Context: an optimization exercise on an open-source flow, tuned for small area. The choices shown serve that exercise and are no tape-out recipe. Only simulation tests tie the RTL to the original design; equivalence was not proved. No driver is modelled on the clock port, so clocking that relies on it looks cheaper here than on a real chip. Power and IR drop assume default switching activity.

Setup of violet:
==> flow/design.v <==
module top(
    input clk,
    input rst,
    input spi_miso,
    output uart_tx,
    output spi_clk,
    output spi_cs,
    output spi_mosi,
    output led_green,
    output led_blue
);
    reg [5:0] p;     
    reg [2:0] s;     
    reg [4:0] u;     
    localparam [5:0] P24 = 6'd48, P49 = 6'd9;    
    localparam [4:0] U12 = 5'd5,  U24 = 5'd20;   
    wire pt   = (p == P49);
    wire rise = pt & (s == 3'd3);               
    wire tick = (p == P24) & (u == U12);        
    wire oclk = s[2];                           
    always @(posedge clk) begin
        if (rst || pt)
            p <= 6'd0;
        else
            p <= {p[4:0], ~(p[5] ^ p[4])};
    end
    always @(posedge clk) begin
        if (rst) begin
            s <= 3'd0;
            u <= 5'd0;
        end else if (pt) begin
            s <= s + 3'd1;
            u <= (u == U24) ? 5'd0 : {u[3:0], ~(u[4] ^ u[2])};
        end
    end
    localparam PRE = 3'b000, INIT1 = 3'b100, INIT2 = 3'b101, GAP = 3'b001,
               READ1 = 3'b110, READ2 = 3'b111, UART = 3'b010;
    reg [2:0] sg;
    reg [4:0] j;
    reg       r1;    
    reg [3:0] b;     
    wire intr      = sg[2];                      
    wire uart      = (sg == UART);
    wire frame_end = tick & (b == 4'd15);
    wire jump      = rise && intr && j == 5'd17;
    wire advance   = (rise && j == 5'd31) ||
                     (jump && sg[0]) ||
                     (uart && frame_end && j == 5'd30);
    always @(posedge clk) begin
        if (rst) begin
            sg <= PRE;
            j <= 5'd30;
        end else begin
            if (jump) begin
                case (sg[1:0])
                    2'b00:   j <= r1 ? 5'd31 : 5'd21;    
                    2'b01:   j <= 5'd11;                 
                    2'b10:   j <= 5'd31;                 
                    default: j <= 5'd28;                 
                endcase
            end else if (uart ? frame_end : rise)
                j <= j + 5'd1;
            if (advance)
                case (sg)
                    PRE:     sg <= INIT1;
                    INIT1:   sg <= INIT2;
                    INIT2:   sg <= GAP;
                    GAP:     sg <= READ1;
                    READ1:   sg <= READ2;
                    READ2:   sg <= UART;
                    default: sg <= PRE;
                endcase
        end
    end
    always @(posedge clk) begin
        if (rst)
            r1 <= 1'b1;
        else if (frame_end && uart && j == 5'd28)
            r1 <= 1'b0;
    end
    wire clr = (sg == PRE) && (j == 5'd30);     
    function [15:0] frame(input [1:0] t);
        case (t)
            2'd0: frame = 16'h3101;
            2'd1: frame = 16'h2D08;
            2'd2: frame = 16'hB200;
            default: frame = 16'hB300;
        endcase
    endfunction
    wire [1:0] tr = sg[1:0];
    reg mosi;
    always @(posedge clk) begin
        if (rst)
            mosi <= 1'b0;
        else if (pt && s == 3'd7 && intr && j <= 5'd15)
            mosi <= frame(tr) >> (5'd15 - j);
    end
    assign spi_mosi = mosi;
    assign spi_cs   = ~(intr && j <= 5'd16);
    assign spi_clk  = ~(intr && j <= 5'd15 && !oclk);
    wire run = r1 | uart;
    always @(posedge clk) begin
        if (rst)
            b <= 4'd0;
        else if (tick) begin
            if (b == 4'd0)
                b <= run ? 4'd6 : 4'd0;
            else
                b <= b + 4'd1;
        end
    end
    reg  txd;            
    reg  nxt;            
    wire data_bit = r1 ? 1'b0 :
                    (j == 5'd28) ? (b[0] & ~b[2]) :      
                    txd;
    assign uart_tx = b[3] ? data_bit : (b != 4'd7);
    always @(posedge clk) begin
        if (tick)
            txd <= nxt;
    end
    reg  [12:0] d;       
    reg  [2:0]  r;       
    reg         pend;    
    reg         blue, green;
    wire bits = rise && j >= 5'd8 && j <= 5'd15;      
    wire rd1  = bits && sg == READ1 && j != 5'd15;    
    wire rd2  = bits && sg == READ2;                  
    wire rdq  = rd2 && j >= 5'd10;                    
    wire post = pt && sg == READ2 && j == 5'd16 && s != 3'd3;  
    wire       dvb = rd2 ? spi_miso : d[12];
    wire [3:0] r4  = {r, dvb};
    wire       qb  = (r4 >= 4'd5);
    wire [3:0] rn  = qb ? r4 - 4'd5 : r4;
    reg  [3:0] ck, cw;
    reg  [1:0] xs;       
    wire xrev  = (xs == 2'd2);
    wire start = (ck == 4'd0) && (cw == 4'd0);
    wire cend  = (cw == 4'd9);
    wire tend  = (ck == 4'd12) && cend;
    always @(posedge clk) begin
        if (rd1)
            d <= {d[11:0], spi_miso};
        else if (rdq || post)
            d <= {d[11:0], qb};
        else if (xrev && cend)
            d <= {d[12], d[12:1]};
    end
    always @(posedge clk) begin
        if (rd2 || post)
            r <= rn[2:0];
        else if (sg != READ2)
            r <= 3'd0;
    end
    always @(posedge clk) begin
        if (rd2 && j == 5'd8)
            pend <= spi_miso;
    end
    reg  [129:0] ring;
    wire rin = xrev ? (cend ? d[0] : ring[128]) : (ring[129] & ~clr);
    always @(posedge clk) begin
        ring <= {ring[128:0], rin};
    end
    always @(posedge clk) begin
        if (rst) begin
            ck <= 4'd0;
            cw <= 4'd0;
            xs <= 2'd0;
        end else begin
            cw <= cend ? 4'd0 : cw + 4'd1;
            if (cend)
                ck <= (ck == 4'd12) ? 4'd0 : ck + 4'd1;
            case (xs)
                2'd0: if (rise && sg == READ2 && j == 5'd16) xs <= 2'd1;
                2'd1: if (tend) xs <= 2'd2;
                2'd2: if (tend) xs <= 2'd3;
                default: xs <= 2'd0;
            endcase
        end
    end
    reg  [4:0] acc;
    always @(posedge clk) begin
        acc <= (cw == 4'd0 ? (ck == 4'd0 ? 5'd0 : {1'b0, acc[4:1]}) : acc) + {4'd0, rin};
    end
    wire [2:0] m   = b[2:0] + 3'd1;
    wire       hi  = (j == 5'd29);
    wire       top = hi && m[2];                       
    wire [3:0] tgt = top ? 4'd0 : {hi, m} + 4'd1;
    always @(posedge clk) begin
        if (cw == 4'd0 && ck == tgt)
            nxt <= top ? acc[m[1:0]] : acc[0];
    end
    reg  ge, gt;
    wire sbit = acc[0];
    always @(posedge clk) begin
        if (xrev && cw == 4'd0 && ck != 4'd0) begin
            case (ck)
                4'd1: begin ge <= 1'b0;       gt <= sbit;        end  
                4'd2: begin ge <= 1'b0;       gt <= gt | sbit;   end  
                4'd3, 4'd4, 4'd5:
                      begin ge <= ge | sbit;  gt <= gt & sbit;   end  
                4'd6: begin ge <= ge & sbit;  gt <= gt | sbit;   end  
                default:
                      begin ge <= ge | sbit;  gt <= gt & sbit;   end  
            endcase
        end else if (xs == 2'd3) begin
            ge <= ge | (acc[3:0] != 4'd0);
            gt <= gt & (acc[3:0] == 4'd15);
        end
    end
    always @(posedge clk) begin
        if (rst) begin
            blue <= 1'b0;
            green <= 1'b0;
        end else if (uart) begin
            blue <= pend;
            if (j == 5'd28 && p != 6'd0)
                green <= ge && !gt;
        end
    end
    assign led_blue  = blue;
    assign led_green = green;
endmodule
export LEC_CHECK = 0
export CAP_MARGIN = 20
export CORE_MARGIN = 2
export CORE_UTILIZATION = 70
export SLEW_MARGIN = 20
create_clock -name core_clock -period 30.0 [get_ports {clk}]
standard.sh (not shown) runs the stock make flow with config.mk's settings and CLKGATE_MAP_FILE= SYNTH_SCRIPT=/design/flow/synth_recipe.tcl, a recipe that flattens the netlist after the stock synthesis.
==> flow/flow/run.sh <==
#!/bin/bash
# Layout flow: the standard ORFS flow with these changes:
#  - synthesis maps the logic for area (flow/synth.tcl); registers unchanged,
#  - clock tree synthesis without dummy loads and with larger sink clusters,
#  - the smallest buffer on the ports,
#  - cells on paths with slack downsized after clock tree synthesis.
# Each tool's output goes to the ORFS logs under orfs/logs; make's own output
# goes to synth_make.log and flow_make.log in the work folder.
set -euo pipefail
work=$(pwd)
here=$(cd "$(dirname "$0")" && pwd)
export CTS_ARGS="-sink_clustering_enable -repair_clock_nets -dont_use_dummy_load -sink_clustering_size 30 -sink_clustering_max_diameter 100 -sink_clustering_levels 1"
export BUFFER_PORTS_ARGS="-buffer_cell sky130_fd_sc_hd__buf_1"
export POST_CTS_TCL="$here/post_cts.tcl"
make -C "$FLOW_HOME" DESIGN_CONFIG="$work/config.mk" WORK_HOME="$work/orfs" \
  CLKGATE_MAP_FILE= SYNTH_SCRIPT="$here/synth.tcl" synth > synth_make.log 2>&1
bash standard.sh finish > flow_make.log 2>&1
==> flow/flow/post_cts.tcl <==
# Downsize cells wherever the timing slack allows, then legalize again.
estimate_parasitics -placement
repair_timing -recover_power 100
detailed_placement
check_placement -verbose
==> flow/flow/synth.tcl <==
# The standard synthesis (synth_recipe.tcl), with one change: the logic is
# mapped by ABC with an area-oriented script, and adders are left to ABC
# instead of being mapped to adder cells first.  Registers are untouched.
proc synth {args} { yosys synth -nofsm -noshare {*}$args }
proc abc {args} {
  set out {}
  set skip 0
  foreach a $args {
    if {$skip} { set skip 0; continue }
    if {[lsearch {-script -D -constr} $a] >= 0} { set skip 1; continue }
    lappend out $a
  }
  yosys abc {*}$out -script "+strash;dc2;dch,-f;map,-a;mfs2;strash;dch,-f;map,-a"
}
set ::env(ADDER_MAP_FILE) ""
source $::env(SCRIPTS_DIR)/synth.tcl
# left out here: clear keep_hierarchy, flatten, clean up, hide names made inside functions, write 1_2_yosys.v
Relative to violet, the following input files were edited for yarrow:
--- a/flow/flow/run.sh
+++ b/flow/flow/run.sh
@@ -3,3 +3,3 @@
 #  - synthesis maps the logic for area (flow/synth.tcl); registers unchanged,
-#  - clock tree synthesis without dummy loads and with larger sink clusters,
+#  - clock tree synthesis without dummy loads and with smaller clock buffers,
 #  - the smallest buffer on the ports,
@@ -11,3 +11,3 @@
 here=$(cd "$(dirname "$0")" && pwd)
-export CTS_ARGS="-sink_clustering_enable -repair_clock_nets -dont_use_dummy_load -sink_clustering_size 30 -sink_clustering_max_diameter 100 -sink_clustering_levels 1"
+export CTS_ARGS="-sink_clustering_enable -repair_clock_nets -dont_use_dummy_load -buf_list {sky130_fd_sc_hd__clkbuf_4 sky130_fd_sc_hd__clkbuf_8} -sink_buffer_max_cap_derate 1.0"
 export BUFFER_PORTS_ARGS="-buffer_cell sky130_fd_sc_hd__buf_1"
Results
- yarrow: full flow OK, the timing, DRC and antenna checks passed
- On wire length: yarrow sits below violet.
- Of violet and yarrow, yarrow shows the higher insertion delay of the later-clocked pin in the worst-skew pair, with violet below it.
- Required time of the critical path delta (violet -> yarrow): insignificant
- Measured against each other, violet and yarrow differ in leakage power figure, the higher figure coming from violet.
Modified inputs, willow compared to yarrow
--- a/flow/flow/run.sh
+++ b/flow/flow/run.sh
@@ -3,3 +3,3 @@
 #  - synthesis maps the logic for area (flow/synth.tcl); registers unchanged,
-#  - clock tree synthesis without dummy loads and with smaller clock buffers,
+#  - clock tree synthesis without dummy loads and with larger sink clusters,
 #  - the smallest buffer on the ports,
@@ -11,3 +11,3 @@
 here=$(cd "$(dirname "$0")" && pwd)
-export CTS_ARGS="-sink_clustering_enable -repair_clock_nets -dont_use_dummy_load -buf_list {sky130_fd_sc_hd__clkbuf_4 sky130_fd_sc_hd__clkbuf_8} -sink_buffer_max_cap_derate 1.0"
+export CTS_ARGS="-sink_clustering_enable -repair_clock_nets -dont_use_dummy_load -sink_clustering_size 30 -sink_clustering_max_diameter 100 -sink_clustering_levels 2"
 export BUFFER_PORTS_ARGS="-buffer_cell sky130_fd_sc_hd__buf_1"
Notes after the runs:
- willow finished every stage and its layout cleared the timing, DRC and antenna checks.
- Number of global-route vias before repair is lower on yarrow
- Clock period minus final worst setup slack (willow over yarrow): decrease, 49 ps
- Compound-cell area share of the yosys netlist came out exactly the same in willow and yarrow.
- Relative to yarrow, wire length of the first global-routing pass increased by 9.8% in willow.

* * *

RTL: the design.v shown in full above, as it stands there.
export LEC_CHECK = 0
export CAP_MARGIN = 20
export CORE_MARGIN = 2
export CORE_UTILIZATION = 70
export SLEW_MARGIN = 20
create_clock -name core_clock -period 30.0 [get_ports {clk}]
==> flow/flow/run.sh <==
#!/bin/bash
# Layout flow: the standard ORFS flow with these changes:
#  - synthesis maps the logic for area (flow/synth.tcl); registers unchanged,
#  - clock tree synthesis without dummy loads and with larger sink clusters,
#  - the smallest buffer on the ports,
#  - cells on paths with slack downsized after clock tree synthesis.
# Each tool's output goes to the ORFS logs under orfs/logs; make's own output
# goes to synth_make.log and flow_make.log in the work folder.
set -euo pipefail
work=$(pwd)
here=$(cd "$(dirname "$0")" && pwd)
export CTS_ARGS="-sink_clustering_enable -repair_clock_nets -dont_use_dummy_load -sink_clustering_size 30 -sink_clustering_max_diameter 100 -buf_list {sky130_fd_sc_hd__clkbuf_4 sky130_fd_sc_hd__clkbuf_8}"
export BUFFER_PORTS_ARGS="-buffer_cell sky130_fd_sc_hd__buf_1"
export POST_CTS_TCL="$here/post_cts.tcl"
make -C "$FLOW_HOME" DESIGN_CONFIG="$work/config.mk" WORK_HOME="$work/orfs" \
  CLKGATE_MAP_FILE= SYNTH_SCRIPT="$here/synth.tcl" synth > synth_make.log 2>&1
bash standard.sh finish > flow_make.log 2>&1
Scripts as last shown in full above: flow/flow/post_cts.tcl, flow/flow/synth.tcl
The starting point produced a clean layout.
Then changed:
--- a/flow/flow/run.sh
+++ b/flow/flow/run.sh
@@ -10,5 +10,5 @@
 work=$(pwd)
 here=$(cd "$(dirname "$0")" && pwd)
-export CTS_ARGS="-sink_clustering_enable -repair_clock_nets -dont_use_dummy_load -sink_clustering_size 30 -sink_clustering_max_diameter 100 -buf_list {sky130_fd_sc_hd__clkbuf_4 sky130_fd_sc_hd__clkbuf_8}"
+export CTS_ARGS="-sink_clustering_enable -repair_clock_nets -dont_use_dummy_load -sink_clustering_size 36 -sink_clustering_max_diameter 80"
 export BUFFER_PORTS_ARGS="-buffer_cell sky130_fd_sc_hd__buf_1"
 export POST_CTS_TCL="$here/post_cts.tcl"
Outcome:
- The new run produced a clean layout
- setup slack loses 0.089 ns
- final area went up by about 3%
- clock power went up by about 40%
- via count went up by 5.1%
- wire length went up by 11%
- final cell count is about the same
- die area is unchanged
- sequential power hardly moves
- core utilization went up by 2.3 points
- area after synthesis does not change
- maximum frequency went down by 1.1%

* * *

RTL: the design.v shown in full above, as it stands there.
==> flow/config.mk <==
export PLATFORM = sky130hd
export DESIGN_NAME = top
export DESIGN_NICKNAME = top
export VERILOG_FILES = /design/flow/design.v
export SDC_FILE = /design/flow/constraint.sdc
export NUM_CORES = 4
export LEC_CHECK = 0
export CAP_MARGIN = 20
export CORE_MARGIN = 2
export CORE_UTILIZATION = 70
export SLEW_MARGIN = 20
==> flow/constraint.sdc <==
create_clock -name core_clock -period 30.0 [get_ports {clk}]
set_input_delay 6.0000 -clock core_clock [delete_from_list [all_inputs] [get_ports {clk}]]
set_output_delay 6.0000 -clock core_clock [all_outputs]
set_load 0.01 [all_outputs]
==> flow/flow/run.sh <==
#!/bin/bash
# Layout flow: the standard ORFS flow with these changes:
#  - synthesis maps the logic for area (flow/synth.tcl); registers unchanged,
#  - clock tree synthesis without dummy loads and with larger sink clusters,
#  - the smallest buffer on the ports,
#  - cells on paths with slack downsized after clock tree synthesis.
# Each tool's output goes to the ORFS logs under orfs/logs; make's own output
# goes to synth_make.log and flow_make.log in the work folder.
set -euo pipefail
work=$(pwd)
here=$(cd "$(dirname "$0")" && pwd)
export CTS_ARGS="-sink_clustering_enable -repair_clock_nets -dont_use_dummy_load -buf_list sky130_fd_sc_hd__clkbuf_8"
export BUFFER_PORTS_ARGS="-buffer_cell sky130_fd_sc_hd__buf_1"
export POST_CTS_TCL="$here/post_cts.tcl"
make -C "$FLOW_HOME" DESIGN_CONFIG="$work/config.mk" WORK_HOME="$work/orfs" \
  CLKGATE_MAP_FILE= SYNTH_SCRIPT="$here/synth.tcl" synth > synth_make.log 2>&1
bash standard.sh finish > flow_make.log 2>&1
Scripts as last shown in full above: flow/flow/post_cts.tcl, flow/flow/synth.tcl
The baseline ran to the end with no violations.
Then changed:
--- a/flow/flow/run.sh
+++ b/flow/flow/run.sh
@@ -10,5 +10,5 @@
 work=$(pwd)
 here=$(cd "$(dirname "$0")" && pwd)
-export CTS_ARGS="-sink_clustering_enable -repair_clock_nets -dont_use_dummy_load -buf_list sky130_fd_sc_hd__clkbuf_8"
+export CTS_ARGS="-sink_clustering_enable -repair_clock_nets -dont_use_dummy_load -sink_clustering_size 30 -sink_clustering_max_diameter 100"
 export BUFFER_PORTS_ARGS="-buffer_cell sky130_fd_sc_hd__buf_1"
 export POST_CTS_TCL="$here/post_cts.tcl"
Outcome: Routed wire length went up by roughly a tenth. Worst setup slack degrades by 0.089 ns. Cell area went up by a few percent. Maximum frequency went down slightly. Hold slack is about the same. Area after synthesis stays the same. Via count went up by a few percent. Non-clock buffer count went up by 1. Final cell count barely changes. Synthesized cell count does not change. First-iteration DRC count went up by about a fifth.
Then changed:
--- a/flow/flow/run.sh
+++ b/flow/flow/run.sh
@@ -10,5 +10,5 @@
 work=$(pwd)
 here=$(cd "$(dirname "$0")" && pwd)
-export CTS_ARGS="-sink_clustering_enable -repair_clock_nets -dont_use_dummy_load -sink_clustering_size 30 -sink_clustering_max_diameter 100"
+export CTS_ARGS="-sink_clustering_enable -repair_clock_nets -dont_use_dummy_load -sink_clustering_size 30 -sink_clustering_max_diameter 100 -buf_list sky130_fd_sc_hd__clkbuf_8"
 export BUFFER_PORTS_ARGS="-buffer_cell sky130_fd_sc_hd__buf_1"
 export POST_CTS_TCL="$here/post_cts.tcl"
Hold slack is about the same.
Worst setup slack is better by 0.089 ns.
Utilization is lower by 2.3 points.
Design area falls by 2.9%.

==> static timing again, ports no longer ideal <==
The flow's constraints put no driver on any port. The routed layouts listed below were extracted and timed again, unchanged, in two steps. Step 1: set_driving_cell puts a clkbuf_16 on clk and a buf_2 on each other input, an assumption about the parent block. Step 2 also shifts input and output timing later by t, the mid clock arrival at the registers, as if the neighbouring blocks saw the same clock. a / b / c = ideal / step 1 / step 2; a / b = the first two.
run	shift t [ns]	setup WS [ns]	worst slew at a driven data input, ns	cell pins on the clock port's net
violet	0.556	21.902 / 21.868 / 22.150	0.03	1
yarrow	0.597	21.853 / 21.823 / 22.166	0.03	1
willow	0.556	21.902 / 21.868 / 22.150	0.03	1
the first run of note 2	0.467	21.991 / 21.959 / 22.159	0.03	1
the second run of note 2	0.556	21.902 / 21.868 / 22.150	0.03	1
the first run of note 3	0.467	21.991 / 21.959 / 22.159	0.03	1
the second run of note 3	0.556	21.902 / 21.868 / 22.150	0.03	1
the third run of note 3	0.467	21.991 / 21.959 / 22.159	0.03	1
After both steps setup and hold are still met in every run listed.
